This is an optimization exercise on Yosys and OpenROAD, whose aim is small area and a short achievable clock period, not a production implementation.
At most, simulation tests tie the RTL to the original design; equivalence was not proved.
Power is estimated from default activity; no workload was simulated.

Setup of rev 12:
// alu_top
module alu_top(CLK, OP1, OP2, OPRN, OUT, ZERO);
	input CLK;
	input [31:0] OP1;
	input [31:0] OP2;
	input [5:0] OPRN;
	output [31:0] OUT;
	output ZERO;
	reg [31:0] op1_q, op2_q;
	reg [5:0] oprn_q;
	reg [31:0] out_q;
	reg zero_q;
	wire [31:0] alu_out;
	wire alu_zero;
	ALU alu_inst(alu_out, alu_zero, op1_q, op2_q, oprn_q);
	always @(posedge CLK) begin
		op1_q <= OP1;
		op2_q <= OP2;
		oprn_q <= OPRN;
		out_q <= alu_out;
		zero_q <= alu_zero;
	end
	assign OUT = out_q;
	assign ZERO = zero_q;
endmodule
Size in the first run: roughly 1,900 cells after synthesis, roughly 100 I/O pins, roughly 0.018 mm^2 of cells after synthesis.
export LEC_CHECK = 0
export CAP_MARGIN = 20
export CORE_MARGIN = 2
export CORE_UTILIZATION = 40
export SLEW_MARGIN = 20
export SYNTH_HIERARCHICAL = 1
export SYNTH_MINIMUM_KEEP_SIZE = 0
create_clock -name core_clock -period 29.5 [get_ports {CLK}]
standard.sh (not shown) runs the stock make flow with config.mk's settings and CLKGATE_MAP_FILE= SYNTH_SCRIPT=/design/flow/synth_recipe.tcl, a recipe that flattens the netlist after the stock synthesis.
==> flow/flow/run.sh <==
#!/bin/bash
set -euo pipefail
bash standard.sh "BUFFER_PORTS_ARGS=-buffer_cell sky130_fd_sc_hd__buf_1" SETUP_SLACK_MARGIN=22 finish > standard_flow.log 2>&1
## Diff of input files: rev 13 against rev 12
--- a/flow/design.v
+++ b/flow/design.v
@@ -964,28 +964,35 @@
 	wire G28_0 = G28_16 | (P28_16 & G15_0);
 	wire G29_0 = G29_16 | (P29_16 & G15_0);
 	wire G30_0 = G30_16 | (P30_16 & G15_0);
 	wire G31_0 = G31_16 | (P31_16 & G15_0);
 	wire [31:0] cy = {G30_0, G29_0, G28_0, G27_0, G26_0, G25_0, G24_0, G23_0, G22_0, G21_0, G20_0, G19_0, G18_0, G17_0, G16_0, G15_0, G14_0, G13_0, G12_0, G11_0, G10_0, G9_0, G8_0, G7_0, G6_0, G5_0, G4_0, G3_0, G2_0, G1_0, G0_0, fci};
 	wire [31:0] sum = pg_p ^ cy;
 	wire [31:0] srev;
 	genvar gi;
 	generate for (gi = 0; gi < 32; gi = gi + 1) begin : rev_s
 		assign srev[gi] = sum[31-gi];
 	end endgenerate
 	assign OUT = ({32{sel_s}} & sum) | ({32{sel_r}} & srev) | lg;
-	wire [31:0] zq = {fx[30:0] | fy[30:0], 1'b0} | {32{fci}};
-	wire zs = ~|(fx ^ fy ^ zq);
+	wire zs;
+	alu_zd u_zd(zs, pg_p, pg_p | pg_g, fci);
 	assign ZERO = zfix | (zuse & zs);
 endmodule
+module alu_zd(zs, p, t, fci);
+	output zs;
+	input [31:0] p, t;
+	input fci;
+	wire [31:0] zq = {t[30:0], 1'b0} | {32{fci}};
+	assign zs = ~|(p ^ zq);
+endmodule
 module ha(s, co, a, b);
 	input a, b;
 	output s, co;
 	assign s = a ^ b;
 	assign co = a & b;
 endmodule
 module fa(s, co, a, b, c);
 	input a, b, c;
 	output s, co;
 	assign s = a ^ b ^ c;
 	assign co = (a & b) | (a & c) | (b & c);
 endmodule
==> run summary <==
Looking at area taken by flip-flops and latches across rev 12 and rev 13, the one that comes out lower is rev 12.
Rev 13 against rev 12: cell count moved up; count of clock-buffer cells in the layout up 1; net switching fraction of the power did not really move; sequential power share dropped 0.2 points; met1 layer usage reported by global route moved down.
When rev 13 is measured against rev 12, its routed wire length turns out 210 um higher.
Global-route usage over all layers: rev 13 < rev 12
The post-layout worst setup margin of rev 13 falls short of that of rev 12 by 0.17 ns.
No functional check of the RTL was part of rev 13.

========
== main ==
alu_top, a different RTL version from the one above (not shown whole).
For scale: about 100 I/O pins, roughly 0.017 mm2 of cells after synthesis.
clock: 29.5 ns
lec_check: 0
cap_margin: 20
core_margin: 2
core_utilization: 40
slew_margin: 20
synth_hierarchical: 1
synth_minimum_keep_size: 0
==> flow/flow/run.sh <==
#!/bin/bash
set -euo pipefail
bash standard.sh SETUP_SLACK_MARGIN=22 finish > standard_flow.log 2>&1
Relative to main, the following input files were edited for the feature branch:
--- a/flow/design.v
+++ b/flow/design.v
@@ -40,34 +40,30 @@
 	wire is_nor = (op == 4'h8);
 	wire is_sh  = is_shl | is_shr;
 	wire is_log = is_and | is_or | is_nor;
 	wire is_sub = (op == 4'h2) | (op == 4'ha) | (op == 4'hb) | (op == 4'he) | (op == 4'hf);
 	wire is_ari = ~(is_mul | is_sh | is_log);
 	wire [31:0] arev;
 	genvar gi;
 	generate for (gi = 0; gi < 32; gi = gi + 1) begin : rev_a
 		assign arev[gi] = OP1[31-gi];
 	end endgenerate
-	wire m_rev = ~op[3] & op[2] & op[0];            
-	wire m_sh  = ~op[3] & op[2];                    
-	wire m_mul = ~op[3] & ~op[2] & op[1] & op[0];   
-	wire m_ari = op[3] | (~op[2] & ~(op[1] & op[0]));
-	wire [31:0] x = m_rev ? arev : OP1;
+	wire [31:0] x = is_shr ? arev : OP1;
 	wire [32:0] yb = {OP2, 1'b0};
 	wire sh_ok = ~|OP2[31:5];
 	wire [15:0] one, two, neg;
 	generate for (gi = 0; gi < 16; gi = gi + 1) begin : enc
 		wire y0 = yb[2*gi], y1 = yb[2*gi+1], y2 = yb[2*gi+2];
 		wire hit = (OP2[4:1] == gi);
-		assign one[gi] = (m_sh & hit & ~OP2[0]) | (m_mul & (y0 ^ y1)) | (m_ari & (gi == 0));
-		assign two[gi] = (m_sh & hit & OP2[0]) | (m_mul & ((y2 & ~y1 & ~y0) | (~y2 & y1 & y0)));
-		assign neg[gi] = m_mul & y2;
+		assign one[gi] = (is_sh & hit & ~OP2[0]) | (is_mul & (y0 ^ y1)) | (is_ari & (gi == 0));
+		assign two[gi] = (is_sh & hit & OP2[0]) | (is_mul & ((y2 & ~y1 & ~y0) | (~y2 & y1 & y0)));
+		assign neg[gi] = is_mul & y2;
 	end endgenerate
 	wire pp0_0 = ((x[0] & one[0]) | (1'b0 & two[0])) ^ neg[0];
 	wire pp0_1 = ((x[1] & one[0]) | (x[0] & two[0])) ^ neg[0];
 	wire pp0_2 = ((x[2] & one[0]) | (x[1] & two[0])) ^ neg[0];
 	wire pp0_3 = ((x[3] & one[0]) | (x[2] & two[0])) ^ neg[0];
 	wire pp0_4 = ((x[4] & one[0]) | (x[3] & two[0])) ^ neg[0];
 	wire pp0_5 = ((x[5] & one[0]) | (x[4] & two[0])) ^ neg[0];
 	wire pp0_6 = ((x[6] & one[0]) | (x[5] & two[0])) ^ neg[0];
 	wire pp0_7 = ((x[7] & one[0]) | (x[6] & two[0])) ^ neg[0];
 	wire pp0_8 = ((x[8] & one[0]) | (x[7] & two[0])) ^ neg[0];
The fmax in the feature branch sits 2.3% below the value recorded for main.
In the flow results for main and the feature branch, the first-pass iteration count of the detailed router is smaller on the feature branch.
Between main and the feature branch, the worst reg2reg path depth is higher for the feature branch.
Lower via total after detailed routing among main and the feature branch: the feature branch
In the reports for main and the feature branch, the smaller final core area utilization belongs to the feature branch.
Only the layout flow was run in the feature branch; the RTL was not checked for function there.

========
== run 3 ==
Another version of the RTL of alu_top (not shown whole).
Size: roughly 1900 cells after synthesis, roughly 100 I/O pins, ~0.017 mm² of cells after synthesis.
// alu_top
module alu_top(CLK, OP1, OP2, OPRN, OUT, ZERO);
	input CLK;
	input [31:0] OP1;
	input [31:0] OP2;
	input [5:0] OPRN;
	output [31:0] OUT;
	output ZERO;
	reg [31:0] op1_q, op2_q;
	reg [5:0] oprn_q;
	reg [31:0] out_q;
	reg zero_q;
	wire [31:0] alu_out;
	wire alu_zero;
	ALU alu_inst(alu_out, alu_zero, op1_q, op2_q, oprn_q);
	always @(posedge CLK) begin
		op1_q <= OP1;
		op2_q <= OP2;
		oprn_q <= OPRN;
		out_q <= alu_out;
		zero_q <= alu_zero;
	end
	assign OUT = out_q;
	assign ZERO = zero_q;
endmodule
clock: 29.5 ns
lec_check: 0
cap_margin: 20
core_margin: 2
core_utilization: 40
slew_margin: 20
synth_hierarchical: 1
synth_minimum_keep_size: 0
==> flow/flow/run.sh <==
#!/bin/bash
set -euo pipefail
bash standard.sh "BUFFER_PORTS_ARGS=-buffer_cell sky130_fd_sc_hd__buf_1" SETUP_SLACK_MARGIN=22.5 finish > standard_flow.log 2>&1
For run 2, these inputs were changed with respect to run 3:
--- a/flow/design.v
+++ b/flow/design.v
@@ -814,25 +814,28 @@
 	fa u_fa220(s220, c220, s217, s218, c204);
 	wire s221, c221;
 	fa u_fa221(s221, c221, s219, c205, s220);
 	wire hs17, hc17;
 	ha u_ha17(hs17, hc17, c206, s221);
 	wire [31:0] ms = {c207, s207, c179, s179, c153, s153, c129, s129, hc12, hc11, c88, s88, c70, s70, hc8, c47, s47, c34, s34, hc5, hc4, c15, s15, hc2, c6, s6, c2, s2, c0, s0, pp0_1, pp0_0};
+	wire [19:0] mcn = {hs17, hs16, hs15, hs14, hs13, hs12, hs11, hs10, hs9, hs8, hs7, hs6, hs5, hs4, hs3, hs2, hs1, hs0, by[1], neg0b};
 	wire [31:0] mc = {hs17, 1'b0, hs16, 1'b0, hs15, 1'b0, hs14, 1'b0, hs13, hs12, hs11, 1'b0, hs10, 1'b0, hs9, hs8, 1'b0, hs7, 1'b0, hs6, hs5, hs4, 1'b0, hs3, hs2, 1'b0, hs1, 1'b0, hs0, 1'b0, by[1], neg0b};
 	wire [31:0] lg = ({32{is_and}} & (OP1 & OP2)) | ({32{is_or}} & (OP1 | OP2)) | ({32{is_nor}} & ~(OP1 | OP2));
 	wire sh_zero = is_sh & ~sh_ok;   
 	wire sel_s = ~is_shr & ~is_log & ~sh_zero;
 	wire sel_r = is_shr & sh_ok;
 	wire zfix = is_log ? ~|lg : sh_zero;   
 	wire zuse = ~is_log;                  
-	alu_fin u_fin(OUT, ZERO, ms, mc, fci, sel_s, sel_r, lg, zfix, zuse);
+	alu_fin u_fin(OUT, ZERO, ms, mcn, fci, sel_s, sel_r, lg, zfix, zuse);
 endmodule
-module alu_fin(OUT, ZERO, ms, mc, fci, sel_s, sel_r, lg, zfix, zuse);
+module alu_fin(OUT, ZERO, ms, mcn, fci, sel_s, sel_r, lg, zfix, zuse);
 	output [31:0] OUT;
 	output ZERO;
-	input [31:0] ms, mc, lg;
+	input [31:0] ms, lg;
+	input [19:0] mcn;
+	wire [31:0] mc = {mcn[19], 1'b0, mcn[18], 1'b0, mcn[17], 1'b0, mcn[16], 1'b0, mcn[15], mcn[14], mcn[13], 1'b0, mcn[12], 1'b0, mcn[11], mcn[10], 1'b0, mcn[9], 1'b0, mcn[8], mcn[7], mcn[6], 1'b0, mcn[5], mcn[4], 1'b0, mcn[3], 1'b0, mcn[2], 1'b0, mcn[1], mcn[0]};
 	input fci, sel_s, sel_r, zfix, zuse;
 	wire [31:0] fx = ms;
 	wire [31:0] fy = mc;
 	wire [31:0] pg_p = fx ^ fy;
 	wire [31:0] pg_g = fx & fy;
 	wire G0_0 = pg_g[0] | (pg_p[0] & fci);
Against run 3, number of standard cells in the layout, taps in and fillers out in run 2 fell by a few percent. Minimum setup slack in the final design on run 2 is ahead of run 3. Summary — relative slew slack, run 2 relative to run 3: higher, by 10 points. Run 2 vs. run 3: non-clock buffer count went down by 43. Min area taken by flip-flops and latches across run 3 and run 2: run 2. Of run 3 and run 2, the lower largest stage delay on the critical path belongs to run 2. Run 2: clock tree buffer count of the final layout is 1 lower than what run 3 reported. Summary of run 2 over run 3: proportion of total power due to net switching went down by 1.8 points; final period utilization down 0.95 points; power per standard cell area down 13%; synthesized area shrank by 2.7%; number of antenna violations at the first check in global routing held. Run 3 → run 2: via density per instance saw an increase; maximum frequency saw an increase.
No functional check of the RTL was part of run 3.

afterwards: timing with drivers on the ports:
No port has a modelled driver above. Below, the same layouts with a new extraction and two added sets of constraints. Step 1: set_driving_cell puts a clkbuf_16 on CLK and a buf_2 on each other input, an assumption about the parent block. Step 2 also shifts input and output timing later by t, the mid clock arrival at the registers, as if the neighbouring blocks saw the same clock. Slacks: ideal ports / drivers / drivers and shift; pairs: ideal ports / drivers.
| run | t, ns | setup slack, ns | clock arrival spread, ns | worst register clock-pin slew, ns |
|---|---|---|---|---|
| rev 12 | 0.409 | 22.114 / 22.114 / 22.114 | 0.008 / 0.008 | 0.07 / 0.07 |
| rev 13 | 0.394 | 21.943 / 21.943 / 21.943 | 0.011 / 0.011 | 0.07 / 0.07 |
| main | 0.384 | 22.079 / 22.079 / 22.079 | 0.013 / 0.013 | 0.08 / 0.08 |
| the feature branch | 0.405 | 21.903 / 21.903 / 21.903 | 0.012 / 0.011 | 0.08 / 0.08 |
| run 3 | 0.390 | 22.390 / 22.390 / 22.390 | 0.010 / 0.010 | 0.07 / 0.07 |
| run 2 | 0.389 | 22.670 / 22.670 / 22.670 | 0.007 / 0.008 | 0.07 / 0.07 |
After both steps every run listed still meets setup and hold.
